From an optimization exercise on the open Yosys and OpenROAD flow, aimed at small area, a short achievable clock period and few clock cycles per item; shortcuts taken in it are not production practice.
The RTL was checked by simulation tests, not by an equivalence proof against the original design.

[design/flow/config.mk]
export PLATFORM = sky130hd
export DESIGN_NAME = initialization
export DESIGN_NICKNAME = initialization
export VERILOG_FILES = /design/flow/design.v
export SDC_FILE = /design/flow/constraint.sdc
export NUM_CORES = 4
export LEC_CHECK = 0
export CAP_MARGIN = 20
export CORE_MARGIN = 2
export CORE_UTILIZATION = 35
export CTS_CLUSTER_DIAMETER = 80
export CTS_CLUSTER_SIZE = 40
export SETUP_SLACK_MARGIN = 2.5
export SLEW_MARGIN = 20
[design/flow/constraint.sdc]
create_clock -name core_clock -period 5.0 [get_ports {clk}]
set_input_delay 1.0000 -clock core_clock [delete_from_list [all_inputs] [get_ports {clk}]]
set_output_delay 1.0000 -clock core_clock [all_outputs]
set_load 0.01 [all_outputs]
[design/flow/design.v]
`timescale 1ns/1ps
module sbox(
    input  [63:0] x0, x1, x2, x3, x4,
    output [63:0] n0, n1, n2, n3, n4,
    output [63:0] l0, l1, l2, l3, l4
    );
    assign n0 = x1 & ~(x4 ^ x2 ^ x0);
    assign l0 = x3 ^ x2 ^ x0;
    assign n1 = (x1 | x2 | x3) & ~(x1 & x2 & x3);
    assign l1 = x4 ^ x0;
    assign n2 = x4 & ~x3;
    assign l2 = ~(x2 ^ x1);
    assign n3 = (x4 ^ x3) & ~x0;
    assign l3 = x2 ^ x1 ^ x0;
    assign n4 = x1 & ~(x4 ^ x0);
    assign l4 = x4 ^ x3;
endmodule
`timescale 1ns / 1ps
module linear_sub(
    input  [63:0] n0, n1, n2, n3, n4,
    input  [63:0] l0, l1, l2, l3, l4,
    input  [63:0] k3, k4,
    output [63:0] o0, o1, o2, o3, o4
    );
    function [63:0] ror(input [63:0] x, input integer n);
        ror = (x >> n) | (x << (64 - n));
    endfunction
    function [63:0] sig(input [63:0] x, input integer a, input integer b);
        sig = x ^ ror(x, a) ^ ror(x, b);
    endfunction
    assign o0 = sig(n0, 19, 28) ^ sig(l0, 19, 28);
    assign o1 = sig(n1, 61, 39) ^ sig(l1, 61, 39);
    assign o2 = sig(n2, 1, 6)   ^ sig(l2, 1, 6);
    assign o3 = sig(n3, 10, 17) ^ (sig(l3, 10, 17) ^ k3);
    assign o4 = sig(n4, 7, 41)  ^ (sig(l4, 7, 41) ^ k4);
endmodule
`timescale 1ns / 1ps
module RND_Const(
    input  [63:0] x2_in,
    input  [3:0]  rnd,
    output [63:0] x2_out
);
    wire [3:0] hi = 4'd15 - rnd;
    assign x2_out = x2_in ^ {56'd0, hi, rnd};
endmodule
`timescale 1ns / 1ps
module Perm(
    input  [319:0] S,
    input  [3:0]   rnd,
    input  [63:0]  k3, k4,
    output [319:0] S_out
    );
    wire [63:0] x0, x1, x2, x3, x4;
    assign {x0, x1, x2, x3, x4} = S;
    wire [63:0] c2;
    RND_Const L1(.x2_in(x2), .rnd(rnd), .x2_out(c2));
    wire [63:0] n0, n1, n2, n3, n4, l0, l1, l2, l3, l4;
    sbox L2(.x0(x0), .x1(x1), .x2(c2), .x3(x3), .x4(x4),
            .n0(n0), .n1(n1), .n2(n2), .n3(n3), .n4(n4),
            .l0(l0), .l1(l1), .l2(l2), .l3(l3), .l4(l4));
    linear_sub L3(.n0(n0), .n1(n1), .n2(n2), .n3(n3), .n4(n4),
            .l0(l0), .l1(l1), .l2(l2), .l3(l3), .l4(l4), .k3(k3), .k4(k4),
            .o0(S_out[319:256]), .o1(S_out[255:192]), .o2(S_out[191:128]),
            .o3(S_out[127:64]), .o4(S_out[63:0]));
endmodule
`timescale 1ns / 1ps
module initialization(
    input [127:0] key,
    input [127:0] nonce,
    input clk,
    input rst,
    input start,
    output reg finish,
    output reg [319:0] state
 );
   localparam [63:0] IV = 64'h00001000808c0001;
   reg        busy;
   reg [3:0]  rnd;
   reg        last;    
   wire [127:0] kx = last ? key : 128'd0;
   wire [319:0] nxt;
   Perm P(.S(state), .rnd(rnd), .k3(kx[127:64]), .k4(kx[63:0]), .S_out(nxt));
   always @(posedge clk) begin
      if (rst) begin
         busy   <= 1'b0;
         finish <= 1'b0;
      end else if (start && !busy) begin
         busy   <= 1'b1;
         finish <= 1'b0;
      end else if (busy && last) begin
         busy   <= 1'b0;
         finish <= 1'b1;
      end
   end
   always @(posedge clk) begin
      if (busy) begin
         state <= nxt;
         rnd   <= rnd + 4'd1;
         last  <= (rnd == 4'd10);
      end else if (start) begin
         state <= {IV, key, nonce};
         rnd   <= 4'd0;
         last  <= 1'b0;
      end
   end
endmodule
[design/flow/flow/run.sh]
#!/bin/bash
set -euo pipefail
export BUFFER_PORTS_ARGS="-buffer_cell sky130_fd_sc_hd__buf_2"
bash standard.sh > standard.log 2>&1
[design/flow/standard.sh]
#!/bin/bash
# synth_recipe.tcl (not shown) runs the flow's synth.tcl, then flattens the netlist and writes it again
# the make line also repeats each setting of config.mk as NAME=value (left out here)
make -C /OpenROAD-flow-scripts/flow DESIGN_CONFIG=/design/flow/config.mk WORK_HOME=/design/flow/orfs CLKGATE_MAP_FILE= SYNTH_SCRIPT=/design/flow/synth_recipe.tcl "${@:-finish}"
==> summary.txt, run 1 <==
- Number of different library cells in the post-synthesis netlist: 34
* Synthesis Warnings: 2
- Endpoints failing setup: 0
* Pre-CTS setup slack: 1.89 ns
- Flops & latches, synth: 327
* Number of I/O pins: 580
- Final GP Congestion: around 1.1
* Max-cap check violation count: 0
- Sequential fraction of the synthesis area: 31.6%
- The routed design uses 16.5 mm of met3 wire.
- Total global routing track utilization: roughly a third
- CTS hold repair buffers: 0
- The floorplan step defined a core boundary enclosing 88,100 um2.
- Measured along the y axis, the die boundary spans approximately 300 um.
- Grouping stages by cell kind, the critical path spends the most delay in XOR/XNOR gates.
- Area delta synth->final: 25.2%
* Total Neg Setup Slack: 0 ns
- The routed design uses 69.5 mm of met2 wire.
* Fraction of layout cells with a size suffix above 1: 31.7%
- Top Metal Used: met5
- Relative slew margins: 11.3%
- After layout, the worst path uses between 50% and 60% of the clock period.
* Count of buffer and inverter cells on the critical path: 1
- In this run the remaining antenna-violating nets after routing total 0.
- Clock buffers created by TritonCTS: 34
* Gate count of the mapped netlist: between 2,000 and 3,000
- Entering global routing, the biggest net connects 189 pins.
- Maximum clock frequency: 376 MHz
- Critical-path maximum fanout: 3
* Root buffer cell: clkbuf_16
- Most common library cell in the layout ignoring fill and taps: buf_2
- Worst Path Required: 5.29 ns
- Wire length on met1: roughly 57 mm
- The pre-antenna-repair detailed-routing pass consisted of 6 iterations.
- For the pin with the worst max-slew slack, the measured transition is around 1.3 ns.
- Overflow left after global routing: 0
* Placed wire-length estimate: 128 mm
- Vias after detailed routing: about 25,000
- The net count of the finished layout is approximately 3,900.
* Leading cell types in the layout, fill and taps excluded: buf_2 (579), xnor2_1 (538), edfxtp_1 (325)
* Clock Sink Count: between 300 and 400
- Counting every net in the synthesized netlist gives 3,250.
- Data arrives at the worst endpoint at roughly 3.0 ns.
- For the worst-skew pair, the clock arrives at the later sink with an insertion delay of 0.60 ns.
- Fin worst setup slack: approximately 2.3 ns
- The die covers roughly 91,000 um2.
* Setup repair after global routing missed its margin: yes
- Hold Violations, Final: 0
* Starting density of the core: a little over a third
- From left edge to right edge, the die measures between 300 and 400 um.
- Status: no timing/DRC/antenna violations
- Critical path class: reg -> reg
* Routed Wire Length: 153 mm
- The first global-routing pass estimated ~200 mm of wire.
- Critical path cell sequence: inv_1 > ha_1 > nor2b_1 > xnor2_2 > xor2_1 > xnor2_1 > a21oi_1
- STA classifies the critical path startpoint as a flip-flop.
* Syn Std Cell Area: roughly 31,000 um2
- The largest individual stage delay along the critical path comes from the cell xnor2_2.
- Row Count: 109
- Residual DRC: 0
* Average footprint of a synthesized cell: about 11 um2
- For this run, the slowest stage of the critical path takes approximately 0.54 ns.
- Worst hold-check path type: reg -> reg
- The number of global-route vias before repair is ~23,000.
- TritonCTS built the clock tree.
* CTS clock-pin slew for the worst setup and hold paths: 0.08 ns
- Across the routed clock network, the largest skew measured is roughly 0.025 ns.
- The longest clock path from root to sink contains 3 buffers.
* Number of input and output port buffers inserted: between 500 and 600
- The final number of max-transition violations is 0.
- Routed length per instance: about 33 um
- The clock tree synthesis step divided the H-tree into 2 levels.
* Minimum period implied by the final worst setup slack: around 2.7 ns
- The initial antenna violation count is 17.
- After the first detailed-routing iteration, the DRC count stood at 2,745.
* Endpoint kind of the worst setup timing path: flip-flop
* Avg Vias per Cell: between 5 and 6
* Post-layout util: 44.0%
routing by layer:
| layer | track usage [%] | up-vias |
|---|---|---|
| met1 | 41.1 | 12300 |
| met5 | 0 | - |
| li1 | - | 10500 |
| met4 | 17.7 | 12 |
| met2 | 51.8 | 1474 |
| met3 | 8.39 | 332 |
state kept, by name (all words and copies together) (netlist names):
register / cells
busy: 1
finish: 1
last: 1
rnd: 4
state: 320
metrics by stage:
step	instance area, um2	hold slack [ns]	std cells
floorplan	31000	0.496	2800
global placement	35400	0.474	4508
global route	38800	0.513	4615
detailed placement	35500	0.480	4510
CTS	37900	0.491	4590
finish	38800	0.492	4623
Yosys cell counts, drive strengths merged:
cell / n / area (um2)
xor3: 56 / 1330
and2: 16 / 103
a21oi: 125 / 626
clkbuf: 47 / 180
nor2b: 63 / 394
nor2: 156 / 593
or2: 16 / 100
edfxtp: 325 / 9760
nand2: 234 / 878
o21ai: 47 / 235
mux2i: 121 / 1210
nand2b: 7 / 43.8
dfxtp: 2 / 40.0
nor3: 1 / 5.00
xor2: 233 / 2120
buf: 29 / 136
mux2: 135 / 1530
xnor3: 100 / 2250
and2b: 1 / 8.76
o31ai: 3 / 22.5
ha: 191 / 2390
nand3: 1 / 5.00
xnor2: 698 / 6290
inv: 193 / 724
repair_timing:
item	in CTS	in global routing
pin swaps	3	7
resized for setup	138	75
endpoints found under the hold margin	0	0
endpoints found under the setup margin	182	99
setup buffers	19	24
layout make-up:
cell class | instances | area [um2]
fillers | 8616 | 49300
repair buffers | 664 | 3710
clock buffers | 39 | 933
clock inverters | 22 | 273
flip-flops and latches | 327 | 9800
inverters | 193 | 724
diodes | 9 | 22.5
well taps | 1165 | 1460
multi-input cells | 2204 | 21900
cells by family after synthesis:
kind of cell	count (synthesis)	share of synthesized area (%)
DFF	327	31.6
muxes	256	8.84
adders and majority gates	191	7.71
xor gates and xnor gates	1087	38.7
AOI/OAI and AO/OA	175	2.85
and+or+nand+nor	495	6.88
buffers and inverters	269	3.36
worst min-delay path, cell delays in order (launching register included):
cell,delay (ns)
dfxtp_1,0.33
nand2b_1,0.07
a21oi_1,0.06
path summary, 6_finish.rpt:
check             cells after the start  startpoint  slack, ns   endpoint
setup / recovery                      7  state[112]       2.34  state[95]
hold / removal                        2      finish       0.49     finish
setup reg to reg                      7  state[112]       2.34  state[95]
hold reg to reg                       2      finish       0.49     finish
Testbench counts, summed over its fixed seeds: cycles 5,000, items 384.
==> run 2: changes to the inputs <==
--- a/design/flow/config.mk
+++ b/design/flow/config.mk
@@ -11,4 +11,5 @@
 export CTS_CLUSTER_DIAMETER = 80
 export CTS_CLUSTER_SIZE = 40
-export SETUP_SLACK_MARGIN = 2.5
+export GPL_ROUTABILITY_DRIVEN = 0
+export SETUP_SLACK_MARGIN = 2.6
 export SLEW_MARGIN = 20
==> summary.txt, run 2 <==
- Final ANT Viol Nets: 0 (unchanged)
- Worst hold-check path type: reg -> reg
- The number of filler cells placed in the layout came to 8,327 (-3.4%).
- Number of global-route vias before repair: 23,900 (+3.8%)
* Number of input and output port buffers inserted: 579 (unchanged)
- The total of warnings raised by yosys is 2 (unchanged).
* Most used flip-flop cell after synthesis: edfxtp_1
- The worst setup path is captured at a flip-flop.
- Root buffer cell: clkbuf_16
- CTS clock-pin slew for the worst setup and hold paths: 0.09 ns (about the same)
* CTS max path bufs: 3 (unchanged)
- The endpoint arrival time on the critical path came to 2.92 ns (-0.03 ns).
- Overflow left after global routing: 0 (unchanged)
- The routed length on met1 was 54.1 mm (-5.4%).
- Worst Path Required: 5.41 ns (+0.12 ns)
* Async SR Flop Fraction: 0% (unchanged)
- Compared with the post-synthesis result, the final layout area differs by 29.6%.
- Placed wire-length estimate: 127 mm (-0.82%)
- Max reg flops: 320 (unchanged)
* Floorplan die area: 90,900 um2 (unchanged)
* Maximum number of pins on one net before global-route repair: 93 (-51%)
* Average footprint of a synthesized cell: 11.1 um2 (unchanged)
- Maximum clock frequency: 398 MHz (+5.7%)
- The fraction of final layout cells sized beyond drive strength 1 came to 35.2% (+3.5 points).
- Biggest area contributors in the synthesized netlist: edfxtp_1 (32%), xnor2_1 (19%), ha_1 (7.7%)
- Routed Wire Length: 154 mm (+0.46%)
- The number of nets in the synthesized netlist came to 3,250 (unchanged).
* Clock buffers created by TritonCTS: 29 (-15%)
* Antenna violations before repair: 33 (+16)
- The depth of the CTS H-tree is 1 (-1).
* Sequential fraction of the synthesis area: 31.6% (unchanged)
- The worst clock skew came to 0.0248 ns (+0.0000930 ns).
- Routed length on met2: 67.2 mm (-3.3%)
- Total global routing track utilization: 32.8% (-0.057 points)
- Leading cell types in the layout, fill and taps excluded: buf_2 (575), xnor2_1 (499), edfxtp_1 (325)
- Critical path class: reg -> reg
- Cell taking the most area after synthesis: edfxtp_1
- Status: no timing/DRC/antenna violations
- Share of the clock period used by the worst path: 50.3% (-2.9 points)
- Worst-Skew Late Latency: 0.63 ns (+0.03 ns)
- The worst hold slack came to 0.530 ns (+0.0381 ns).
* Startpoint kind of the worst setup timing path: flip-flop
- Area share of the largest cell type after synthesis: 31.5% (unchanged)
- The number of remaining DRC errors is 0 (unchanged).
- The gate count after technology mapping was 2,800 (unchanged).
* Register with the most flip-flops: state
* Registers with the highest flip-flop counts: state: 320 flops, rnd: 4 flops
- The count of hold-fix buffers inserted at cts came to 0 (unchanged).
- Most common library cell in the layout ignoring fill and taps: buf_2
- The time the worst path needs with I/O delays and setup came to 2.51 ns (-0.143 ns).
- The initial cell density of the core is 35.2% (unchanged).
* Clock Sink Count: 327 (unchanged)
- Measured slew at the worst slew-check pin: 0.984 ns (-0.346 ns)
- Number of I/O pins: 580 (unchanged)
- Endpoints failing setup: 0 (unchanged)
- The cell area after synthesis is 31,000 um2 (unchanged).
- Total Neg Setup Slack: 0 ns (unchanged)
- Die X: 301 um (unchanged)
* Flops & latches, synth: 327 (unchanged)
- Most common library cells after synthesis: xnor2_1 (675), edfxtp_1 (325), nand2_1 (234), xor2_1 (222), inv_1 (193)
* Number of different library cells in the post-synthesis netlist: 34 (unchanged)
* Number of flops mapped to enable cells by yosys: 325 (unchanged)
- The row count is 109 (unchanged).
- Iteration count of the initial detailed-routing pass: 5 (-1)
- Final max-slew violation count: 0 (unchanged)
* Hold Violations, Final: 0 (unchanged)
* Vertical extent of the die: 301 um (unchanged)
* Core box area: 88,100 um2 (unchanged)
* Clock tree from TritonCTS: yes
- Yosys instantiated no cell more often than xnor2_1.
- Max-cap check violation count: 0 (unchanged)
- Routed length per instance: 32.9 um (-0.83%)
- The routed via count divided by cell count is 5.39 (+1.2%).
- The number of violations reported at the end of detailed-routing iteration 0 is 3,017 (+9.9%).
* Top Metal Used: met5
- Vias after detailed routing: 25,300 (+2.6%)
- DR WL met3: 19.3 mm (+17%)
- Critical-path maximum fanout: 3 (unchanged)
- Wire length of the first global-routing pass: 202 mm (+0.77%)
- Setup repair after global routing missed its margin: yes
* Relative slew margins: 33.9% (+23 points)
* Final nets: 3,931 (+1.5%)
-- run 2: cell counts after synthesis --
No cell type changed its count.
-- run 2: per-stage QoR --
step                setup slack [ns]  cells  instance area, um2  utilization [%]
finish                          2.49   4683               40100             45.6
global route                    2.49   4672               40100             45.5
CTS                             2.42   4600               38500             43.7
detailed placement              1.70   4502               35400             40.1
global placement                1.68   4501               35300             40.1
floorplan                       1.20   2800               31000                -
-- run 2: layer usage --
metal / up-vias / track usage, %
li1: 10600 / -
met3: 413 / 10.8
met1: 12600 / 39.1
met5: - / 0.212
met4: 32 / 22.2
met2: 1626 / 50.0
-- run 2: area by class of cell --
type / instances / area (um2) / share of cell area [%]
tap: 1165 / 1460 / 3.63
antenna: 15 / 37.5 / 0.0935
multi-input combinational: 2204 / 22800 / 56.8
sequential: 327 / 9800 / 24.4
inverter: 193 / 728 / 1.81
clock buffer: 31 / 733 / 1.83
clock inverter: 22 / 218 / 0.542
timing repair buffer: 726 / 4380 / 10.9
-- run 2: cells by family after synthesis --
logic type	Yosys count	synth area share, %
xor+xnor	1087	38.7
mux	256	8.84
simple gates	495	6.88
compound gates	175	2.85
fa+ha+maj	191	7.71
flops	327	31.6
buf+inv	269	3.36
-- run 2: what timing repair did --
action,CTS,global route
endpoints found under the setup margin,330,237
buffers inserted,45,68
gates resized for setup,227,131
pin swaps,12,45
-- run 2: path summary, 6_finish.rpt --
path           from         end  slack (ns)  cells past startpoint
max          rnd[0]  state[260]        2.49                      6
max reg2reg  rnd[0]  state[260]        2.49                      6
min          finish      finish        0.53                      2
min reg2reg  finish      finish        0.53                      2
-- run 2: critical path: stages (launching register included) --
cell	delay, ns
edfxtp_1	0.44
buf_4	0.18
xor3_1	0.36
mux2i_1	0.08
xnor2_1	0.65
nand2_1	0.23
mux2i_2	0.36
==> run 3: changes to the inputs <==
--- a/design/flow/config.mk
+++ b/design/flow/config.mk
@@ -12,4 +12,4 @@
 export CTS_CLUSTER_SIZE = 40
 export GPL_ROUTABILITY_DRIVEN = 0
-export SETUP_SLACK_MARGIN = 2.6
+export SETUP_SLACK_MARGIN = 2.65
 export SLEW_MARGIN = 20
==> summary.txt, run 3 <==
- The run finished with no timing, DRC or antenna violations.
- CTS HTree Levels: 1 (unchanged)
* Clock tree from TritonCTS: yes
* Share of the clock period used by the worst path: 51.6% (+1.3 points)
- The number of remaining DRC errors came to 0 (unchanged).
* Count of buffer and inverter cells on the critical path: 1 (unchanged)
- The fmax is 388 MHz (-2.5%).
- The total cell area at the placement stage is 35,400 um2 (unchanged).
- Cell repeated most along the worst path: xnor2_1
- The number of synthesized register bits came to 327 (unchanged).
* Footprint of the flip-flops and latches: 9800 um2 (unchanged)
- The count of flip-flops with a built-in enable after synthesis came to 325 (unchanged).
* Most used flip-flop cell after synthesis: edfxtp_1
- Max reg flops: 320 (unchanged)
- The endpoint arrival time on the critical path was 3.08 ns (+0.16 ns).
* Total global routing track utilization: 32.9% (+0.10 points)
* Maximum number of pins on one net before global-route repair: 93 (unchanged)
* Number of input and output port buffers inserted: 579 (unchanged)
- The remaining global-route overflow is 0 (unchanged).
- Iteration count of the initial detailed-routing pass: 6 (+1)
- The peak fanout along the critical path is 4 (+1).
- The maximum clock insertion buffer count was 3 (unchanged).
- The signal on the critical path passes through inv_1 > ha_1 > mux2i_1 > xnor2_2 > xnor2_1 > xnor2_1 > mux2_2.
- Area share of the largest cell type after synthesis: 31.5% (unchanged)
- Die X: 301 um (unchanged)
- edfxtp_1 takes more of the synthesized area than any other cell.
- Worst Path Required: 5.50 ns (+0.09 ns)
- Syn Std Cell Area: 31,000 um2 (unchanged)
* Skew final: 0.0234 ns (-0.00141 ns)
- The final worst-path setup slack was 2.42 ns (-0.0637 ns).
* Register with the most flip-flops: state
- Number of global-route vias before repair: 24,100 (+0.84%)
- Worst-Skew Late Latency: 0.63 ns (about the same)
- Relative slew margins: 32.8% (-1.1 points)
- Measured slew at the worst slew-check pin: 1.00 ns (+0.0169 ns)
- The count of max-cap constraint violations was 0 (unchanged).
- Startpoint kind of the worst setup timing path: flip-flop
- Most common library cell in the layout ignoring fill and taps: buf_2
* Leading cell types in the layout, fill and taps excluded: buf_2 (564), xnor2_1 (465), edfxtp_1 (325)
* Fraction of layout cells with a size suffix above 1: 39.3% (+4.1 points)
- The number of violations reported at the end of detailed-routing iteration 0 is 2,885 (-4.4%).
- Hold Violations, Final: 0 (unchanged)
- Fill cell count: 8,155 (-2.1%)
- The count of clock tree sinks came to 327 (unchanged).
- Cell class contributing the biggest share of worst-path delay: XOR/XNOR gates
- Area delta synth->final: 35.3%
- The per-instance average area after synthesis is 11.1 um2 (unchanged).
* Routed length per instance: 32.5 um (-1.1%)
* Gate count of the mapped netlist: 2,800 (unchanged)
* Floorplan die area: 90,900 um2 (unchanged)
- Finished layout cell area: 41,900 um2 (+4.4%)
* Synthesis Warnings: 2 (unchanged)
- Sequential fraction of the synthesis area: 31.6% (unchanged)
- Number of I/O pins: 580 (unchanged)
- The distinct cell type count after synthesis was 34 (unchanged).
- The routed via count divided by cell count was 5.36 (-0.60%).
- Vias after detailed routing: 25,700 (+1.7%)
* Wire length of the first global-routing pass: 203 mm (+0.47%)
- The number of nets in the synthesized netlist came to 3,250 (unchanged).
* CTS clock-pin slew for the worst setup and hold paths: 0.09 ns (about the same)
* Root buffer cell: clkbuf_16
* Minimum period implied by the final worst setup slack: 2.58 ns (+0.0637 ns)
* Worst hold-check path type: reg -> reg
- Sorting the synthesized cells by area gives the leading types as edfxtp_1 (32%), xnor2_1 (19%), ha_1 (7.7%).
* Final ANT Viol Nets: 0 (unchanged)
- The count of hold-fix buffers inserted at cts was 0 (unchanged).
- The count of final setup violators came to 0 (unchanged).
- The final number of max-transition violations was 0 (unchanged).
- The largest registers in the layout are state: 320 flops, rnd: 4 flops.
- Placed wire-length estimate: 127 mm (unchanged)
- Total Neg Setup Slack: 0 ns (unchanged)
- Among all stages on the critical path, the largest delay is contributed by xnor2_2.
* Routed Wire Length: 156 mm (+1.2%)
* Row Count: 109 (unchanged)
* Core box area: 88,100 um2 (unchanged)
- In the synthesized netlist, the cells that appear most often are xnor2_1 (675), edfxtp_1 (325), nand2_1 (234), xor2_1 (222), inv_1 (193).
- The critical path in this run is classified as reg -> reg.
* Async SR Flop Fraction: 0% (unchanged)
* Endpoint kind of the worst setup timing path: flip-flop
- Antenna violations before repair: 29 (-12%)
* Final nets: 4,043 (+2.8%)
- The highest cell delay on the worst timing path came to 0.60 ns (-0.05 ns).
* Starting density of the core: 35.2% (unchanged)
- Pre-CTS setup slack: 1.70 ns (unchanged)
- Clock buffers created by TritonCTS: 29 (unchanged)
- Setup repair after global routing could not meet its margin everywhere.
- Yosys instantiated no cell more often than xnor2_1.
- Vertical extent of the die: 301 um (unchanged)
- The area used by multi-input combinational logic came to 23,400 um2 (+2.8%).
## run 3: metrics by stage
| step | util (%) | hold WS [ns] | cells |
|---|---|---|---|
| after CTS | 44.5 | 0.524 | 4641 |
| after global placement | 40.1 | 0.520 | 4501 |
| after detailed placement | 40.1 | 0.511 | 4502 |
| after global routing | 47.6 | 0.561 | 4784 |
| final | 47.6 | 0.538 | 4793 |
| after floorplan | - | 0.496 | 2800 |
## run 3: cells by family (layout without fill, tap and decap cells)
logic type | count (synthesis) | in the layout | synth area share, %
AND/OR/NAND/NOR | 495 | 495 | 6.88
multiplexers | 256 | 256 | 8.84
AO/OA/AOI/OAI | 175 | 175 | 2.85
XOR/XNOR | 1087 | 1087 | 38.7
adder cells (fa/ha/maj) | 191 | 191 | 7.71
flip-flops | 327 | 327 | 31.6
buffers and inverters | 269 | 1084 | 3.36
other | 0 | 13 | 0
## run 3: final timing paths
kind | start | endpoint | slack, ns | depth (start not counted)
min reg2reg | finish | finish | 0.54 | 2
max reg2reg | state[189] | state[253] | 2.42 | 7
max | state[189] | state[253] | 2.42 | 7
min | finish | finish | 0.54 | 2
## run 3: area by class of cell
cell class,count,share of cell area [%]
inverter,193,1.74
timing repair buffer,838,13.2
clock buffer,31,1.75
tap,1165,3.48
clock inverter,22,0.519
multi-input combinational,2204,55.9
antenna,13,0.0776
sequential,327,23.4
## run 3: tightest hold or removal path, stage by stage (launching register included)
cell and delay (ns):
dfxtp_1 0.35, nand2b_1 0.09, a21oi_1 0.06
## run 3: metal layers
| layer | wire, um | vias up | GRT usage (%) |
|---|---|---|---|
| met3 | 19600 | 475 | 9.74 |
| li1 | - | 10800 | - |
| met4 | 13800 | 30 | 22.8 |
| met1 | 54000 | 12700 | 39.7 |
| met2 | 68100 | 1703 | 50.2 |
| met5 | 303 | - | 0.952 |
## run 3: timing repair
action,CTS,global route
gates resized for setup,275,213
setup buffers,86,139
pin swaps,30,67
endpoints found under the setup margin,377,309
==> run 4: changes to the inputs <==
--- a/design/flow/config.mk
+++ b/design/flow/config.mk
@@ -12,4 +12,4 @@
 export CTS_CLUSTER_SIZE = 40
 export GPL_ROUTABILITY_DRIVEN = 0
-export SETUP_SLACK_MARGIN = 2.65
+export SETUP_SLACK_MARGIN = 2.55
 export SLEW_MARGIN = 20
==> summary.txt, run 4 <==
- The die span in x was 301 um (unchanged).
* Endpoints failing setup: 0 (unchanged)
* Hold Violations, Final: 0 (unchanged)
- Antenna violations before repair: 27 (-6.9%)
* Area share of the largest cell type after synthesis: 31.5% (unchanged)
* Share of the clock period used by the worst path: 52.3% (+0.69 points)
* Row Count: 109 (unchanged)
- The remaining global-route overflow is 0 (unchanged).
- Initial drt markers: 3,009 (+4.3%)
- The total routing resource utilization after global routing came to 32.7% (-0.17 points).
* Maximum clock frequency: 383 MHz (-1.3%)
* Synthesis Warnings: 2 (unchanged)
- Launch point of the worst reg-to-reg path: rnd[0]
- Wire length on met1: 54.2 mm (+0.26%)
- The number of ports placed on the die boundary was 580 (unchanged).
* Gate count of the mapped netlist: 2,800 (unchanged)
- The floorplan die height was 301 um (unchanged).
- Leading cell types in the layout, fill and taps excluded: buf_2 (579), xnor2_1 (519), edfxtp_1 (325)
* Critical path cell sequence: xor3_1 > mux2i_1 > xnor2_1 > nand2_1 > mux2i_2
- Complex-gate fraction of the synthesized area: 2.85% (unchanged)
- Core box area: 88,100 um2 (unchanged)
- The register with the most flip-flops in the final layout is state.
- Wire length of the first global-routing pass: 201 mm (-0.89%)
- In this run the most critical hold path is launched from finish.
* Final max-slew violation count: 0 (unchanged)
- Min-Delay Path Depth: 2 (unchanged)
- The share of synthesized cell area in and, or, nand and nor gates is 6.88% (unchanged).
- Setup repair after global routing could not meet its margin everywhere.
- Routed length on met2: 66.6 mm (-2.2%)
- The pin count of the biggest net entering global routing is 93 (unchanged).
* Routed Wire Length: 153 mm (-1.7%)
- Most used flip-flop cell after synthesis: edfxtp_1
- The cell area after synthesis was 31,000 um2 (unchanged).
- The flip-flop count of the largest register after layout was 320 (unchanged).
* Critical path class: reg -> reg
* CTS max path bufs: 3 (unchanged)
- Final ANT Viol Nets: 0 (unchanged)
- After synthesis, the largest family of logic cells by area is XOR/XNOR gates.
* Clock tree from TritonCTS: yes
- The non-filler instance count after layout was 4,637 (-3.3%).
- The count of flip-flops with a built-in enable after synthesis was 325 (unchanged).
- Async SR Flop Fraction: 0% (unchanged)
- In this run the critical register-to-register path is captured at state[260].
- Max-cap check violation count: 0 (unchanged)
- The worst setup path is launched from a flip-flop.
- Final nets: 3,888 (-3.8%)
* Total Neg Setup Slack: 0 ns (unchanged)
- Crit path max-delay cell type: xnor2_1
- The post-synthesis adder-cell area fraction came to 7.71% (unchanged).
- The required time of the critical path is 5.39 ns (-0.11 ns).
- Placed wire-length estimate: 127 mm (unchanged)
- Relative slew margins: 35.8% (+3.0 points)
- The largest registers in the layout are state: 320 flops, rnd: 4 flops.
* Iteration count of the initial detailed-routing pass: 6 (unchanged)
* Endpoint kind of the worst setup timing path: flip-flop
* Post-Synth XOR/XNOR Area: 38.7% (unchanged)
* DR WL met3: 18.9 mm (-3.5%)
* Routed length per instance: 33.0 um (+1.6%)
- xnor2_1 is the most common cell in the netlist.
- Flops & latches, synth: 327 (unchanged)
- Number of different library cells in the post-synthesis netlist: 34 (unchanged)
* Nets in the synthesized netlist: 3,250 (unchanged)
* Arr. time, crit path: 3.01 ns (-0.07 ns)
- Area delta synth->final: 26.8%
* Residual DRC: 0 (unchanged)
- Fraction of layout cells with a size suffix above 1: 33.2% (-6.0 points)
- Share of synthesized area spent on multiplexers: 8.84% (unchanged)
- Sorting the synthesized cells by area gives the leading types as edfxtp_1 (32%), xnor2_1 (19%), ha_1 (7.7%).
- The number of global-route vias before repair is 23,700 (-2.0%).
* CTS HTree Levels: 1 (unchanged)
- Clock Sink Count: 327 (unchanged)
- The number of buffers created by CTS was 29 (unchanged).
- The min-delay analysis places its worst path in the category reg -> reg.
- Signal routing reaches up to met5.
* Skew final: 0.0207 ns (-0.00272 ns)
- The time the worst path needs with I/O delays and setup is 2.61 ns (+0.0347 ns).
- The initial cell density of the core was 35.2% (unchanged).
- The register-to-register setup slack came to 2.39 ns (-0.03 ns).
- Cell taking the most area after synthesis: edfxtp_1
- Measured slew at the worst slew-check pin: 0.956 ns (-0.0454 ns)
- Status: no timing/DRC/antenna violations
- Critical-path maximum fanout: 5 (+1)
- The port buffer count is 579 (unchanged).
- CTS hold repair buffers: 0 (unchanged)
* Average footprint of a synthesized cell: 11.1 um2 (unchanged)
- Counting instances in the post-synthesis netlist gives the leading cell types as xnor2_1 (675), edfxtp_1 (325), nand2_1 (234), xor2_1 (222), inv_1 (193).
- Sequential fraction of the synthesis area: 31.6% (unchanged)
* Worst Reg-to-Reg Cells: 5 (-2)
* Worst path max stage delay: 0.72 ns (+0.12 ns)
- The library cell used most frequently in the layout, excluding fill and tap cells, is buf_2.
- The worst-skew pair later-pin latency is 0.63 ns (about the same).
* Avg Vias per Cell: 5.35 (-0.18%)
* Root buffer cell: clkbuf_16
* Cell count after placement: 4,502 (unchanged)
- CTS clock-pin slew for the worst setup and hold paths: 0.09 ns (about the same)
- Vias after detailed routing: 24,800 (-3.4%)
* Hold Path End: finish
- The die area is 90,900 um2 (unchanged).
## run 4: cell counts after synthesis
Identical to the previous run, type by type.
## run 4: timing repair
item / 4_1_cts / 5_1_grt
cloned: 0 / 0
endpoints found under the setup margin: 253 / 214
pin swaps: 5 / 26
setup buffers: 24 / 46
gates resized for setup: 190 / 103
## run 4: how the worst max path moves through the flow
stage,start,end,slack [ns],cells after the start
2_1_floorplan,start,last,1.20,1
4_1_cts,state[237],state[198],2.48,6
6_report,rnd[0],state[260],2.39,5
3_5_place_dp,rnd[1],state[196],1.70,8
3_3_place_gp,rnd[1],state[196],1.68,8
5_1_grt,state[213],state[213],2.38,6
## run 4: final cells by class
| type | count | area (um2) |
|---|---|---|
| antenna | 12 | 30.0 |
| clock inverter | 22 | 218 |
| sequential | 327 | 9800 |
| multi-input combinational | 2204 | 22400 |
| clock buffer | 31 | 733 |
| tap | 1165 | 1460 |
| timing repair buffer | 683 | 3900 |
| inverter | 193 | 728 |
| fill | 8459 | 48800 |
## run 4: critical path: cells and delay by family, from the launching register on
kind | cells | cell delay (ns)
XOR/XNOR | 2 | 1.14
AND/OR/NAND/NOR | 1 | 0.25
multiplexers | 2 | 0.49
flip-flops | 1 | 0.50
## run 4: routing by layer
| layer | vias up | track usage (%) |
|---|---|---|
| met5 | - | 0 |
| met4 | 20 | 23.1 |
| met2 | 1561 | 49.4 |
| li1 | 10500 | - |
| met1 | 12300 | 39.3 |
| met3 | 388 | 10.6 |
## run 4: cell families (layout without fill, tap and decap cells)
group / after synthesis / after routing
mux: 256 / 256
compound gates: 175 / 175
other cells: 0 / 12
simple gates: 495 / 495
buf+inv: 269 / 929
fa+ha+maj: 191 / 191
flops: 327 / 327
xor+xnor: 1087 / 1087
## run 4: metrics by stage
| step | util [%] | instance area, um2 | setup WS, ns | hold WS, ns |
|---|---|---|---|---|
| 2_1_floorplan | - | 31000 | 1.20 | 0.496 |
| 3_3_place_gp | 40.1 | 35300 | 1.68 | 0.520 |
| 3_5_place_dp | 40.1 | 35400 | 1.70 | 0.511 |
| 4_1_cts | 43.1 | 38000 | 2.48 | 0.524 |
| 5_1_grt | 44.5 | 39200 | 2.38 | 0.560 |
| 6_report | 44.6 | 39300 | 2.39 | 0.539 |
==> run 5: changes to the inputs <==
--- a/design/flow/config.mk
+++ b/design/flow/config.mk
@@ -8,5 +8,5 @@
 export CAP_MARGIN = 20
 export CORE_MARGIN = 2
-export CORE_UTILIZATION = 35
+export CORE_UTILIZATION = 45
 export CTS_CLUSTER_DIAMETER = 80
 export CTS_CLUSTER_SIZE = 40
==> summary.txt, run 5 <==
- The slowest stage of the critical path is the edfxtp_1 cell.
* Skew final: 0.0244 ns (+0.00369 ns)
- Root buffer cell: clkbuf_16
- The top cell types in the final layout, fill and taps aside, are buf_2 (579), xnor2_1 (522), edfxtp_1 (325).
* Routed Wire Length: 146 mm (-4.6%)
- CTS hold repair buffers: 0 (unchanged)
* Wire length of the first global-routing pass: 194 mm (-3.7%)
- Total global routing track utilization: 40.1% (+7.4 points)
* Max-cap check violation count: 0 (unchanged)
- Share of the clock period used by the worst path: 51.0% (-1.3 points)
- The remaining global-route overflow came to 0 (unchanged).
- The number of synthesized register bits is 327 (unchanged).
* Maximum number of pins on one net before global-route repair: 101 (+8.6%)
- Critical-path maximum fanout: 4 (-1)
* Most common library cell in the layout ignoring fill and taps: buf_2
* Minimum period implied by the final worst setup slack: 2.55 ns (-0.0636 ns)
* Worst Path Required: 5.36 ns (-0.03 ns)
- The core outline area was 68,300 um2 (-22%).
- Relative slew margins: 33.5% (-2.3 points)
- Cell taking the most area after synthesis: edfxtp_1
* Fill cell count: 5,884 (-30%)
- Vertical extent of the die: 266 um (-12%)
- Among all cell types in the netlist, the one instantiated most often is xnor2_1.
* Critical path class: reg -> reg
- The first-pass iteration count of the detailed router came to 6 (unchanged).
- The per-instance average area after synthesis was 11.1 um2 (unchanged).
- The part of the Yosys area used for sequential elements was 31.6% (unchanged).
- Residual DRC: 0 (unchanged)
- Most common library cells after synthesis: xnor2_1 (675), edfxtp_1 (325), nand2_1 (234), xor2_1 (222), inv_1 (193)
- CTS max path bufs: 3 (unchanged)
- The worst hold path begins at finish.
- The count of flip-flops with a built-in enable after synthesis came to 325 (unchanged).
- state holds more flip-flops than any other register.
- Worst-Skew Late Latency: 0.64 ns (about the same)
* Hold Path End: finish
- STA classifies the critical path endpoint as a flip-flop.
- The non-filler instance count after layout is 4,336 (-6.5%).
* Clock tree from TritonCTS: yes
- Pre-CTS setup slack: 1.98 ns (+0.284 ns)
* Biggest area contributors in the synthesized netlist: edfxtp_1 (32%), xnor2_1 (19%), ha_1 (7.7%)
* Final max-slew violation count: 0 (unchanged)
- The port buffer count came to 579 (unchanged).
- The endpoint arrival time on the critical path is 2.91 ns (-0.10 ns).
- The net count of the finished layout was 3,876 (-0.31%).
- Clock Sink Count: 327 (unchanged)
- Final ANT Viol Nets: 0 (unchanged)
- Startpoint kind of the worst setup timing path: flip-flop
* Critical path cell sequence: xor2_1 > o21ai_0 > xnor2_2 > xnor3_1 > nor2_1
* Worst hold-check path type: reg -> reg
- Die X: 266 um (-12%)
- The total of warnings raised by yosys was 2 (unchanged).
- CTS clock-pin slew for the worst setup and hold paths: 0.09 ns (about the same)
- The number of cells on the worst hold path is 2 (unchanged).
* Cell count after placement: 4,223 (-6.2%)
- The register-to-register setup slack is 2.45 ns (+0.06 ns).
- The final standard cell area without fillers was 38,800 um2 (-1.3%).
* Endpoints failing setup: 0 (unchanged)
- Placed wire-length estimate: 120 mm (-5.8%)
* Total Neg Setup Slack: 0 ns (unchanged)
- Most used flip-flop cell after synthesis: edfxtp_1
* Cell area reported after detailed placement: 35,100 um2 (-0.87%)
* Worst path max stage delay: 0.56 ns (-0.16 ns)
- The detailed-route wire length per cell is 33.7 um (+2.0%).
* Measured slew at the worst slew-check pin: 0.990 ns (+0.0345 ns)
* Maximum clock frequency: 392 MHz (+2.5%)
- Fin worst setup slack: 2.45 ns (+0.0636 ns)
- The row count came to 96 (-12%).
- Clock buffers created by TritonCTS: 29 (unchanged)
* Number of global-route vias before repair: 24,500 (+3.4%)
- The routed via count divided by cell count is 5.84 (+9.1%).
* Worst Reg-to-Reg Cells: 5 (unchanged)
- The number of violations reported at the end of detailed-routing iteration 0 came to 3,456 (+15%).
- Setup repair after global routing missed its margin: yes
- The initial cell density of the core came to 45.3% (+10 points).
* Launch point of the worst reg-to-reg path: state[300]
- The portion of synthesized cell area occupied by the leading cell type was 31.5% (unchanged).
- The distinct cell type count after synthesis is 34 (unchanged).
* Area delta synth->final: 25.1%
- Post-layout util: 56.7% (+12 points)
* Max reg flops: 320 (unchanged)
- Floorplan die area: 71,000 um2 (-22%)
* Nets in the synthesized netlist: 3,250 (unchanged)
- The cell area after synthesis came to 31,000 um2 (unchanged).
- Gate count of the mapped netlist: 2,800 (unchanged)
* Status: no timing/DRC/antenna violations
* CTS HTree Levels: 1 (unchanged)
- Antenna violations before repair: 8 (-70%)
- Fraction of layout cells with a size suffix above 1: 32.9% (-0.33 points)
- The number of hold violations in the final report came to 0 (unchanged).
- Number of I/O pins: 580 (unchanged)
- Registers with the highest flip-flop counts: state: 320 flops, rnd: 4 flops
- Async SR Flop Fraction: 0% (unchanged)
- The total number of vias is 25,300 (+2.0%).
- Capture point of the worst reg-to-reg path: state[272]
==> run 5: metrics by stage <==
step / hold WS, ns
floorplan: 0.496
global placement: 0.467
detailed placement: 0.477
CTS: 0.490
global route: 0.533
finish: 0.494
==> run 5: logic make-up after synthesis <==
group / after synthesis / synth area share (%)
buffers and inverters: 269 / 3.36
AO/OA/AOI/OAI: 175 / 2.85
multiplexers: 256 / 8.84
adder cells (fa/ha/maj): 191 / 7.71
AND/OR/NAND/NOR: 495 / 6.88
XOR/XNOR: 1087 / 38.7
flip-flops: 327 / 31.6
==> run 5: worst max-delay path by stage <==
stage | startpoint | endpoint | slack (ns) | depth (start not counted)
final | state[300] | state[272] | 2.45 | 5
after CTS | state[215] | state[218] | 2.46 | 7
after floorplan | start | last | 1.20 | 1
after global routing | state[129] | state[218] | 2.44 | 9
after global placement | rnd[3] | state[220] | 1.98 | 7
after detailed placement | rnd[1] | state[218] | 1.98 | 8
==> run 5: final cells by class <==
type / instances / area [um2] / area share, %
inverter: 193 / 724 / 1.87
clock buffer: 30 / 729 / 1.88
sequential: 327 / 9800 / 25.3
clock inverter: 24 / 329 / 0.849
multi-input combinational: 2204 / 22300 / 57.5
antenna: 5 / 12.5 / 0.0323
tap: 882 / 1100 / 2.85
timing repair buffer: 671 / 3770 / 9.73
==> run 5: critical path, delay by kind of cell, from the launching register on <==
family	cells	cell delay [ns]
AO/OA/AOI/OAI	1	0.17
AND/OR/NAND/NOR	1	0.40
XOR/XNOR	3	1.15
flip-flops	1	0.56
==> run 5: routing by layer <==
metal  wire (um)  global-route usage (%)
met1       52500                    50.9
met2       63100                    60.3
met5         172                       0
met3       18000                    9.57
met4       12300                    28.2
==> run 5: timing repair <==
item,in CTS,in global routing
gates resized for setup,188,97
setup endpoints to repair,235,139
pin swaps,0,28
cloned,1,0
buffers inserted,17,36
==> run 6: changes to the inputs <==
--- a/design/flow/config.mk
+++ b/design/flow/config.mk
@@ -8,8 +8,9 @@
 export CAP_MARGIN = 20
 export CORE_MARGIN = 2
-export CORE_UTILIZATION = 45
+export CORE_UTILIZATION = 55
 export CTS_CLUSTER_DIAMETER = 80
 export CTS_CLUSTER_SIZE = 40
 export GPL_ROUTABILITY_DRIVEN = 0
+export PLACE_DENSITY = 0.65
 export SETUP_SLACK_MARGIN = 2.55
 export SLEW_MARGIN = 20
==> summary.txt, run 6 <==
* Status: no timing/DRC/antenna violations
- The cell area after synthesis was 31,000 um2 (unchanged).
- Launch point of the worst reg-to-reg path: state[231]
* CTS hold repair buffers: 0 (unchanged)
- The fmax came to 379 MHz (-3.3%).
- The total of warnings raised by yosys is 2 (unchanged).
- The remaining max-slew budget at the tightest pin was 31.0% (-2.5 points).
- Routed Wire Length: 142 mm (-2.7%)
* Fill cell count: 4,192 (-29%)
* CTS clock-pin slew for the worst setup and hold paths: 0.07 ns (-0.02 ns)
- Leading cell types in the layout, fill and taps excluded: buf_2 (579), xnor2_1 (522), edfxtp_1 (325)
- The initial cell density of the core came to 55.9% (+11 points).
- Area share of the largest cell type after synthesis: 31.5% (unchanged)
- Antenna violations before repair: 16 (+8)
- The highest cell delay on the worst timing path was 0.67 ns (+0.11 ns).
- The async set or reset register ratio after synthesis was 0% (unchanged).
- Startpoint kind of the worst setup timing path: flip-flop
- In the synthesized netlist the dominant register cell turns out to be edfxtp_1.
* Sequential fraction of the synthesis area: 31.6% (unchanged)
- The wire length of the first global-routing pass was 188 mm (-3.0%).
* Most common library cell in the layout ignoring fill and taps: buf_2
* Critical path cell sequence: inv_1 > ha_1 > mux2i_1 > xor2_2 > xnor2_1 > xnor2_1 > mux2_2
- On the critical path, the stage with the largest delay is an instance of xor2_2.
- The relative area change from synthesis to final layout is 25.1% (about the same).
- The routed via count divided by cell count was 6.08 (+4.2%).
- Flop-to-flop setup slack: 2.36 ns (-0.09 ns)
- By instance count, the cell type seen most on the critical path is xnor2_1.
- Die X: 241 um (-9.4%)
* Final worst hold slack: 0.541 ns (+0.0467 ns)
- Sorting the synthesized cells by how often they occur yields xnor2_1 (675), edfxtp_1 (325), nand2_1 (234), xor2_1 (222), inv_1 (193).
* Clock buffers created by TritonCTS: 34 (+17%)
- Number of I/O pins: 580 (unchanged)
* Registers with the highest flip-flop counts: state: 320 flops, rnd: 4 flops
* Fin worst setup slack: 2.36 ns (-0.0866 ns)
* Initial drt markers: 3,602 (+4.2%)
* Worst Reg-to-Reg Cells: 7 (+2)
* Total Neg Setup Slack: 0 ns (unchanged)
- The time the worst path needs with I/O delays and setup is 2.64 ns (+0.0866 ns).
* Hold Violations, Final: 0 (unchanged)
* CTS HTree Levels: 2 (+1)
- Worst hold-check path type: reg -> reg
* Setup repair after global routing missed its margin: yes
- Gate count of the mapped netlist: 2,800 (unchanged)
- The remaining global-route overflow came to 0 (unchanged).
- Routed length per instance: 33.7 um (about the same)
* Number of global-route vias before repair: 24,300 (-0.54%)
- The pre-CTS worst setup slack was 1.94 ns (-0.0463 ns).
* Residual DRC: 0 (unchanged)
- Max-cap check violation count: 0 (unchanged)
- Flops & latches, synth: 327 (unchanged)
- Setup crit start: state[231]
- By instance count, the leading cell after synthesis is xnor2_1.
* Register with the most flip-flops: state
- Final ANT Viol Nets: 0 (unchanged)
- The fraction of final layout cells sized beyond drive strength 1 was 32.8% (-0.075 points).
- Row Count: 86 (-10%)
* Measured slew at the worst slew-check pin: 1.03 ns (+0.0379 ns)
- Endpoint kind of the worst setup timing path: flip-flop
- Maximum number of pins on one net before global-route repair: 156 (+54%)
- Placed wire-length estimate: 115 mm (-3.8%)
* Skew final: 0.0272 ns (+0.00280 ns)
- Share of the clock period used by the worst path: 52.7% (+1.7 points)
* Iteration count of the initial detailed-routing pass: 12 (+6)
- Floorplan die area: 58,200 um2 (-18%)
- Capture point of the worst reg-to-reg path: state[231]
- Number of flops mapped to enable cells by yosys: 325 (unchanged)
- Clock tree from TritonCTS: yes
* Worst Path Required: 5.33 ns (-0.03 ns)
* Nets in the synthesized netlist: 3,250 (unchanged)
- Root buffer cell: clkbuf_16
* Number of different library cells in the post-synthesis netlist: 34 (unchanged)
- Arr. time, crit path: 2.97 ns (+0.06 ns)
- Critical-path maximum fanout: 6 (+2)
* Number of input and output port buffers inserted: 579 (unchanged)
- The per-instance average area after synthesis came to 11.1 um2 (unchanged).
- The flip-flop count of the largest register after layout was 320 (unchanged).
* Biggest area contributors in the synthesized netlist: edfxtp_1 (32%), xnor2_1 (19%), ha_1 (7.7%)
- Core box area: 55,400 um2 (-19%)
- The worst setup path is of the reg -> reg kind.
- Endpoints failing setup: 0 (unchanged)
- Clock Sink Count: 327 (unchanged)
* CTS max path bufs: 3 (unchanged)
- Vias after detailed routing: 25,600 (+1.4%)
- Total global routing track utilization: 48.0% (+7.9 points)
* Crit path capture: state[231]
* Final nets: 3,893 (+0.44%)
- The worst-skew pair later-pin latency was 0.59 ns (-0.05 ns).
* Cell taking the most area after synthesis: edfxtp_1
- Vertical extent of the die: 241 um (-9.4%)
- The final number of max-transition violations was 0 (unchanged).
## run 6: cell counts after synthesis
Identical to the previous run, type by type.
## run 6: timing repair
action	4_1_cts	5_1_grt
gates resized for setup	151	113
hold endpoints to repair	0	0
pin swaps	5	26
buffers inserted	19	49
endpoints found under the setup margin	179	144
## run 6: final cells by class
cell class | count | area [um2] | area share (%)
Tap cell | 748 | 936 | 2.42
Clock buffer | 38 | 887 | 2.29
Multi-Input combinational cell | 2204 | 22200 | 57.3
Timing Repair Buffer | 683 | 3950 | 10.2
Sequential cell | 327 | 9800 | 25.3
Inverter | 193 | 724 | 1.87
Clock inverter | 18 | 218 | 0.562
Antenna cell | 7 | 17.5 | 0.0452
## run 6: metal layers
metal / global-route usage, % / vias to the layer above / share of wire [%]
met5: 0 / - / 0.087
met4: 36.0 / 18 / 9.3
met3: 16.1 / 534 / 15
met2: 68.9 / 2068 / 42
met1: 60.0 / 12500 / 35
li1: - / 10500 / -
## run 6: critical path: cells and delay by family, from the launching register on
kind,cells,cell delay (ns)
xor gates and xnor gates,3,1.10
adders and majority gates,1,0.18
buffers and inverters,1,0.08
DFF,1,0.50
muxes,2,0.52
## run 6: stage by stage
stage | cell area [um2] | util, % | instances
2_1_floorplan | 31000 | - | 2800
3_3_place_gp | 34900 | 62.9 | 4087
3_5_place_dp | 34900 | 63.0 | 4087
4_1_cts | 37400 | 67.4 | 4162
5_1_grt | 38700 | 69.9 | 4211
6_report | 38700 | 69.9 | 4218
## run 6: how the worst min path moves through the flow
stage / from / endpoint / slack [ns] / depth (start not counted)
final: finish / finish / 0.54 / 2
after global routing: finish / finish / 0.57 / 2
after CTS: finish / finish / 0.56 / 2
after detailed placement: finish / finish / 0.54 / 2
after global placement: finish / finish / 0.53 / 2
after floorplan: finish / finish / 0.50 / 2
## run 6: cell families (layout without fill, tap and decap cells)
family,Yosys count,after routing,synth area share (%)
AOI/OAI and AO/OA,175,175,2.85
xor gates and xnor gates,1087,1087,38.7
adders and majority gates,191,191,7.71
buffers and inverters,269,932,3.36
DFF,327,327,31.6
muxes,256,256,8.84
other,0,7,0
and+or+nand+nor,495,495,6.88
==> run 7: changes to the inputs <==
--- a/design/flow/config.mk
+++ b/design/flow/config.mk
@@ -8,9 +8,9 @@
 export CAP_MARGIN = 20
 export CORE_MARGIN = 2
-export CORE_UTILIZATION = 55
+export CORE_UTILIZATION = 65
 export CTS_CLUSTER_DIAMETER = 80
 export CTS_CLUSTER_SIZE = 40
 export GPL_ROUTABILITY_DRIVEN = 0
-export PLACE_DENSITY = 0.65
+export PLACE_DENSITY = 0.75
 export SETUP_SLACK_MARGIN = 2.55
 export SLEW_MARGIN = 20
==> summary.txt, run 7 <==
- The count of final setup violators is 0 (unchanged).
- CTS max path bufs: 3 (unchanged)
- The remaining global-route overflow was 0 (unchanged).
- Among all flip-flop cells after synthesis, the most frequent one is edfxtp_1.
- Final nets: 3,870 (-0.59%)
* CTS clock-pin slew for the worst setup and hold paths: 0.09 ns (+0.02 ns)
- The total routed wirelength was 137 mm (-3.8%).
- The final HPWL from detailed placement was 108 mm (-6.2%).
* Iteration count of the initial detailed-routing pass: 8 (-4)
- The die span in x is 222 um (-7.9%).
- Syn Std Cell Area: 31,000 um2 (unchanged)
- The count of max-cap constraint violations is 0 (unchanged).
- Worst Path Required: 5.34 ns (about the same)
* Number of different library cells in the post-synthesis netlist: 34 (unchanged)
- In the layout the commonest cells are buf_2 (578), xnor2_1 (525), edfxtp_1 (325).
* Residual DRC: 0 (unchanged)
* Gate count of the mapped netlist: 2,800 (unchanged)
* Antenna violations before repair: 10 (-6)
- Clock tree from TritonCTS: yes
- The startpoint identified for the worst register-to-register timing path is state[273].
- The count of clock tree sinks is 327 (unchanged).
* Synthesis Warnings: 2 (unchanged)
- Number of global-route vias before repair: 25,000 (+2.8%)
- Most common library cells after synthesis: xnor2_1 (675), edfxtp_1 (325), nand2_1 (234), xor2_1 (222), inv_1 (193)
- The fmax was 375 MHz (-1.2%).
- The non-filler instance count after layout is 4,059 (-3.8%).
- The final number of max-transition violations is 0 (unchanged).
* Routed length per instance: 33.7 um (about the same)
- Status: no timing/DRC/antenna violations
- CTS placed an instance of clkbuf_16 at the clock tree root.
* Measured slew at the worst slew-check pin: 1.14 ns (+0.116 ns)
* Core box area: 46,800 um2 (-16%)
- Vias after detailed routing: 26,500 (+3.3%)
- Starting density of the core: 66.3% (+10 points)
- The part of the Yosys area used for sequential elements was 31.6% (unchanged).
- The critical path starts at state[273].
* Library cell with the highest instance count after synthesis: xnor2_1
* Hold Violations, Final: 0 (unchanged)
- The number of violations reported at the end of detailed-routing iteration 0 is 4,507 (+25%).
* Most common library cell in the layout ignoring fill and taps: buf_2
- Share of the clock period used by the worst path: 53.4% (+0.66 points)
- Setup repair after global routing missed its margin: yes
- Total global routing track utilization: 53.6% (+5.6 points)
- The number of buffers created by CTS was 30 (-12%).
* Fin worst setup slack: 2.33 ns (-0.0331 ns)
- Arr. time, crit path: 3.01 ns (+0.04 ns)
- Async SR Flop Fraction: 0% (unchanged)
* Final ANT Viol Nets: 0 (unchanged)
* Wire length of the first global-routing pass: 184 mm (-2.3%)
- The worst setup path is of the reg -> reg kind.
- STA classifies the critical path endpoint as a flip-flop.
* Fraction of layout cells with a size suffix above 1: 32.9% (+0.065 points)
- The pin count of the biggest net entering global routing was 196 (+26%).
* Number of I/O pins: 580 (unchanged)
* Cell count after placement: 3,938 (-3.6%)
* Area share of the largest cell type after synthesis: 31.5% (unchanged)
- The flip-flop count of the largest register after layout is 320 (unchanged).
- The routed via count divided by cell count came to 6.53 (+7.3%).
* Final worst hold slack: 0.497 ns (-0.0439 ns)
- The area growth from synthesis to layout is 23.9%.
* Worst-Skew Late Latency: 0.64 ns (+0.05 ns)
- Hold wc startpoint: finish
* Registers with the highest flip-flop counts: state: 320 flops, rnd: 4 flops
- The time the worst path needs with I/O delays and setup is 2.67 ns (+0.0331 ns).
- The row count was 79 (-8.1%).
- The pre-CTS worst setup slack came to 1.80 ns (-0.141 ns).
- The worst clock skew came to 0.0369 ns (+0.00970 ns).
- Number of flops mapped to enable cells by yosys: 325 (unchanged)
* Worst hold-check path type: reg -> reg
* Critical-path maximum fanout: 4 (-2)
- Startpoint kind of the worst setup timing path: flip-flop
- Vertical extent of the die: 222 um (-7.9%)
- After synthesis, the cell types taking the most area are edfxtp_1 (32%), xnor2_1 (19%), ha_1 (7.7%).
* Relative slew margins: 23.7% (-7.3 points)
- Fill cell count: 2,756 (-34%)
- The accumulated negative setup slack came to 0 ns (unchanged).
* Nets in the synthesized netlist: 3,250 (unchanged)
- Number of input and output port buffers inserted: 579 (unchanged)
* CTS HTree Levels: 1 (-1)
* Register with the most flip-flops: state
- Floorplan die area: 49,400 um2 (-15%)
* Flops & latches, synth: 327 (unchanged)
- Cell taking the most area after synthesis: edfxtp_1
- Average footprint of a synthesized cell: 11.1 um2 (unchanged)
[run 7: layout make-up]
type	count	area [um2]	area share (%)
clock buffers	33	793	2.07
inverters	193	724	1.89
well taps	607	759	1.98
clock inverters	23	241	0.629
multi-input cells	2204	22200	57.9
repair buffers	664	3800	9.91
flip-flops and latches	327	9800	25.5
diodes	8	20.0	0.0522
[run 7: final timing paths]
kind | end | slack [ns] | cells past startpoint
max | state[273] | 2.33 | 5
min | finish | 0.50 | 2
max reg2reg | state[273] | 2.33 | 5
min reg2reg | finish | 0.50 | 2
[run 7: kinds of logic (layout without fill, tap and decap cells)]
group	after synthesis	after routing	synth area share, %
xor+xnor	1087	1087	38.7
simple gates	495	495	6.88
buf+inv	269	913	3.36
flops	327	327	31.6
fa+ha+maj	191	191	7.71
mux	256	256	8.84
other cells	0	8	0
compound gates	175	175	2.85
[run 7: repair_timing]
item / 4_1_cts / 5_1_grt
setup endpoints to repair: 210 / 159
pin swaps: 5 / 21
hold buffers: 0 / 0
resized for setup: 159 / 123
buffers inserted: 20 / 37
[run 7: critical path, cell delays in order, from the launching register on]
cell and delay (ns):
edfxtp_1 0.52, xnor2_1 0.18, mux2i_1 0.10, xnor2_1 0.74
nand2_1 0.20, mux2i_1 0.63
[run 7: metrics by stage]
stage          area [um2]  utilization (%)
2_1_floorplan       31000                -
3_3_place_gp        34600             74.0
3_5_place_dp        34600             74.1
4_1_cts             37100             79.3
5_1_grt             38400             82.0
6_report            38400             82.1
[run 7: metal layers]
layer / vias to the layer above / share of wire [%] / track usage (%)
met5: - / 0.15 / 3.81
li1: 10500 / - / -
met3: 766 / 17 / 23.2
met2: 2592 / 41 / 75.8
met4: 14 / 11 / 45.4
met1: 12600 / 31 / 62.4
==> run 8: changes to the inputs <==
--- a/design/flow/config.mk
+++ b/design/flow/config.mk
@@ -6,11 +6,10 @@
 export NUM_CORES = 4
 export LEC_CHECK = 0
-export CAP_MARGIN = 20
+export CAP_MARGIN = 0
 export CORE_MARGIN = 2
-export CORE_UTILIZATION = 65
+export CORE_UTILIZATION = 35
 export CTS_CLUSTER_DIAMETER = 80
 export CTS_CLUSTER_SIZE = 40
 export GPL_ROUTABILITY_DRIVEN = 0
-export PLACE_DENSITY = 0.75
 export SETUP_SLACK_MARGIN = 2.55
-export SLEW_MARGIN = 20
+export SLEW_MARGIN = 0
==> summary.txt, run 8 <==
- Status: no timing/DRC/antenna violations
- Worst Reg-to-Reg Cells: 6 (+1)
* Arr. time, crit path: 2.92 ns (-0.09 ns)
- The accumulated negative setup slack was 0 ns (unchanged).
* Register with the most flip-flops: state
- The number of global-route vias before repair was 23,800 (-5.0%).
- Worst Path Required: 5.35 ns (about the same)
* Routed length per instance: 33.0 um (-2.1%)
- The depth of the CTS H-tree is 1 (unchanged).
- Measured slew at the worst slew-check pin: 1.02 ns (-0.121 ns)
- The largest individual stage delay along the critical path comes from the cell xnor2_2.
- The remaining global-route overflow was 0 (unchanged).
* Endpoints failing setup: 0 (unchanged)
- Critical path cell sequence: ha_1 > nor2b_1 > xnor2_2 > xnor2_1 > xnor2_1 > a21oi_1
- Wire length of the first global-routing pass: 201 mm (+9.5%)
* Share of the clock period used by the worst path: 51.5% (-1.9 points)
* Worst path max stage delay: 0.54 ns (-0.20 ns)
* Placed wire-length estimate: 127 mm (+18%)
- Cell class contributing the biggest share of worst-path delay: XOR/XNOR gates
- The final number of max-transition violations is 0 (unchanged).
- The tightest min-delay check is of the reg -> reg type.
- Iteration count of the initial detailed-routing pass: 6 (-2)
* Max reg flops: 320 (unchanged)
- Worst-Skew Late Latency: 0.63 ns (about the same)
- Number of I/O pins: 580 (unchanged)
* Async SR Flop Fraction: 0% (unchanged)
- The number of buffers created by CTS came to 28 (-6.7%).
- Biggest area contributors in the synthesized netlist: edfxtp_1 (32%), xnor2_1 (19%), ha_1 (7.7%)
* CTS max path bufs: 3 (unchanged)
- The number of filler cells placed in the layout came to 8,482 (+210%).
* Startpoint kind of the worst setup timing path: flip-flop
- Critical-path maximum fanout: 4 (unchanged)
* Most used flip-flop cell after synthesis: edfxtp_1
* Starting density of the core: 35.2% (-31 points)
- Final nets: 3,885 (+0.39%)
* Root buffer cell: clkbuf_16
- Number of different library cells in the post-synthesis netlist: 34 (unchanged)
- The library cell used most frequently in the layout, excluding fill and tap cells, is buf_2.
* Post-layout util: 44.6% (-37 points)
* Critical path depth: 6 (+1)
- Syn Std Cell Area: 31,000 um2 (unchanged)
- Flops & latches, synth: 327 (unchanged)
- The most numerous cell type found on the critical path is xnor2_1.
- Core box area: 88,100 um2 (+88%)
* Count of buffer and inverter cells on the critical path: 0 (unchanged)
- Number of flops mapped to enable cells by yosys: 325 (unchanged)
* Registers with the highest flip-flop counts: state: 320 flops, rnd: 4 flops
* Critical path class: reg -> reg
- Minimum period implied by the final worst setup slack: 2.57 ns (-0.0944 ns)
- Min-Delay Path Depth: 2 (unchanged)
* Final ANT Viol Nets: 0 (unchanged)
- The number of violations reported at the end of detailed-routing iteration 0 was 2,985 (-34%).
* Relative slew margins: 31.3% (+7.6 points)
- The clock edge transition at the registers on the reported setup and hold paths came to 0.09 ns (about the same).
- Setup repair after global routing missed its margin: yes
* Library cell with the highest instance count after synthesis: xnor2_1
- The floorplan die height is 301 um (+36%).
- The die span in x is 301 um (+36%).
- From synthesis to final layout, the design area changed by 26.9%.
- Of all cell types, the one taking the most synthesized area is edfxtp_1.
- The worst clock skew was 0.0174 ns (-0.0195 ns).
- The row count was 109 (+38%).
- Maximum clock frequency: 388 MHz (+3.7%)
- Maximum number of pins on one net before global-route repair: 93 (-53%)
- Most common library cells after synthesis: xnor2_1 (675), edfxtp_1 (325), nand2_1 (234), xor2_1 (222), inv_1 (193)
* Max-cap check violation count: 0 (unchanged)
- The fraction of final layout cells sized beyond drive strength 1 was 33.2% (+0.25 points).
- Vias after detailed routing: 24,900 (-6.1%)
* Nets in the synthesized netlist: 3,250 (unchanged)
- The gate count after technology mapping is 2,800 (unchanged).
## run 8: cell types whose count changed in the layout (fill, tap and decap cells not counted), sizes merged
cell,delta
buf,+17
clkbuf,-3
bufinv,-1
diode,+9
## run 8: worst paths after layout
kind                            startpoint   endpoint  slack [ns]
worst min register to register      finish     finish        0.54
worst max register to register   state[44]  state[98]        2.43
worst max-delay path             state[44]  state[98]        2.43
worst min-delay path                finish     finish        0.54
## run 8: cell type report
type | count | area (um2) | share of cell area [%]
flip-flops and latches | 327 | 9800 | 24.9
repair buffers | 681 | 3950 | 10.0
clock buffers | 30 | 729 | 1.86
multi-input cells | 2204 | 22400 | 56.9
well taps | 1165 | 1460 | 3.71
clock inverters | 22 | 218 | 0.554
diodes | 17 | 42.5 | 0.108
inverters | 193 | 728 | 1.85
## run 8: cell families after synthesis
family                   count (synthesis)  share of synthesized area [%]
flip-flops                             327                           31.6
buffers and inverters                  269                           3.36
multiplexers                           256                           8.84
XOR/XNOR                              1087                           38.7
adder cells (fa/ha/maj)                191                           7.71
AND/OR/NAND/NOR                        495                           6.88
AO/OA/AOI/OAI                          175                           2.85
## run 8: routing by layer
layer  global-route usage [%]  vias to the layer above  part of all wire [%]  routed length (um)
li1                         -                    10500                     -                   -
met1                     38.3                    12300                    35               53200
met2                     50.3                     1604                    44               66800
met3                     12.0                      433                    13               19800
met4                     21.7                       24                   8.5               13000
met5                        0                        -                  0.14                 213
## run 8: worst min-delay path: stages (launching register included)
cell	delay, ns
dfxtp_1	0.36
nand2b_1	0.08
a21oi_1	0.06
## run 8: repair_timing
item                                    4_1_cts  5_1_grt
pin swaps                                     4       22
endpoints found under the setup margin      256      209
resized for setup                           198       98
setup buffers                                22       47
hold buffers                                  0        0
## run 8: stage by stage
stage | worst slack (ns) | hold WS [ns] | instances | instance area (um2)
floorplan | 1.20 | 0.496 | 2800 | 31000
global placement | 1.68 | 0.520 | 4501 | 35300
detailed placement | 1.70 | 0.516 | 4501 | 35300
CTS | 2.43 | 0.528 | 4575 | 38000
global route | 2.40 | 0.565 | 4624 | 39300
finish | 2.43 | 0.539 | 4639 | 39300

what the ideal ports hide:
No port has a modelled driver above. Below, the same layouts with a new extraction and two added sets of constraints.
Step 1 sets driving cells, clkbuf_16 on the clock port and buf_2 on the other inputs (assumed; they add their load-dependent delay and slew).
Step 2 also shifts input and output timing later by t, the mid clock arrival at the registers, as if the neighbouring blocks saw the same clock.
Slacks: no drivers / after step 1 / after step 2; pairs: no drivers / after step 1.
run	t, ns	slack for setup (ns)	worst slew at a driven data input, ns	pins driven straight from the clock port
run 1	0.654	2.342 / 2.342 / 2.191	0.13	1
run 2	0.683	2.486 / 2.480 / 2.334	0.13	1
run 3	0.689	2.422 / 2.422 / 2.217	0.12	1
run 4	0.685	2.387 / 2.387 / 2.266	0.13	1
run 5	0.700	2.451 / 2.440 / 2.349	0.09	1
run 6	0.647	2.364 / 2.364 / 2.362	0.07	1
run 7	0.689	2.331 / 2.331 / 2.059	0.05	1
run 8	0.692	2.426 / 2.426 / 2.253	0.13	1
After both steps every run listed still meets setup and hold. The setup slack of run 7, which loses most, moves by 0.000 ns with the drivers and by -0.272 ns with both steps.
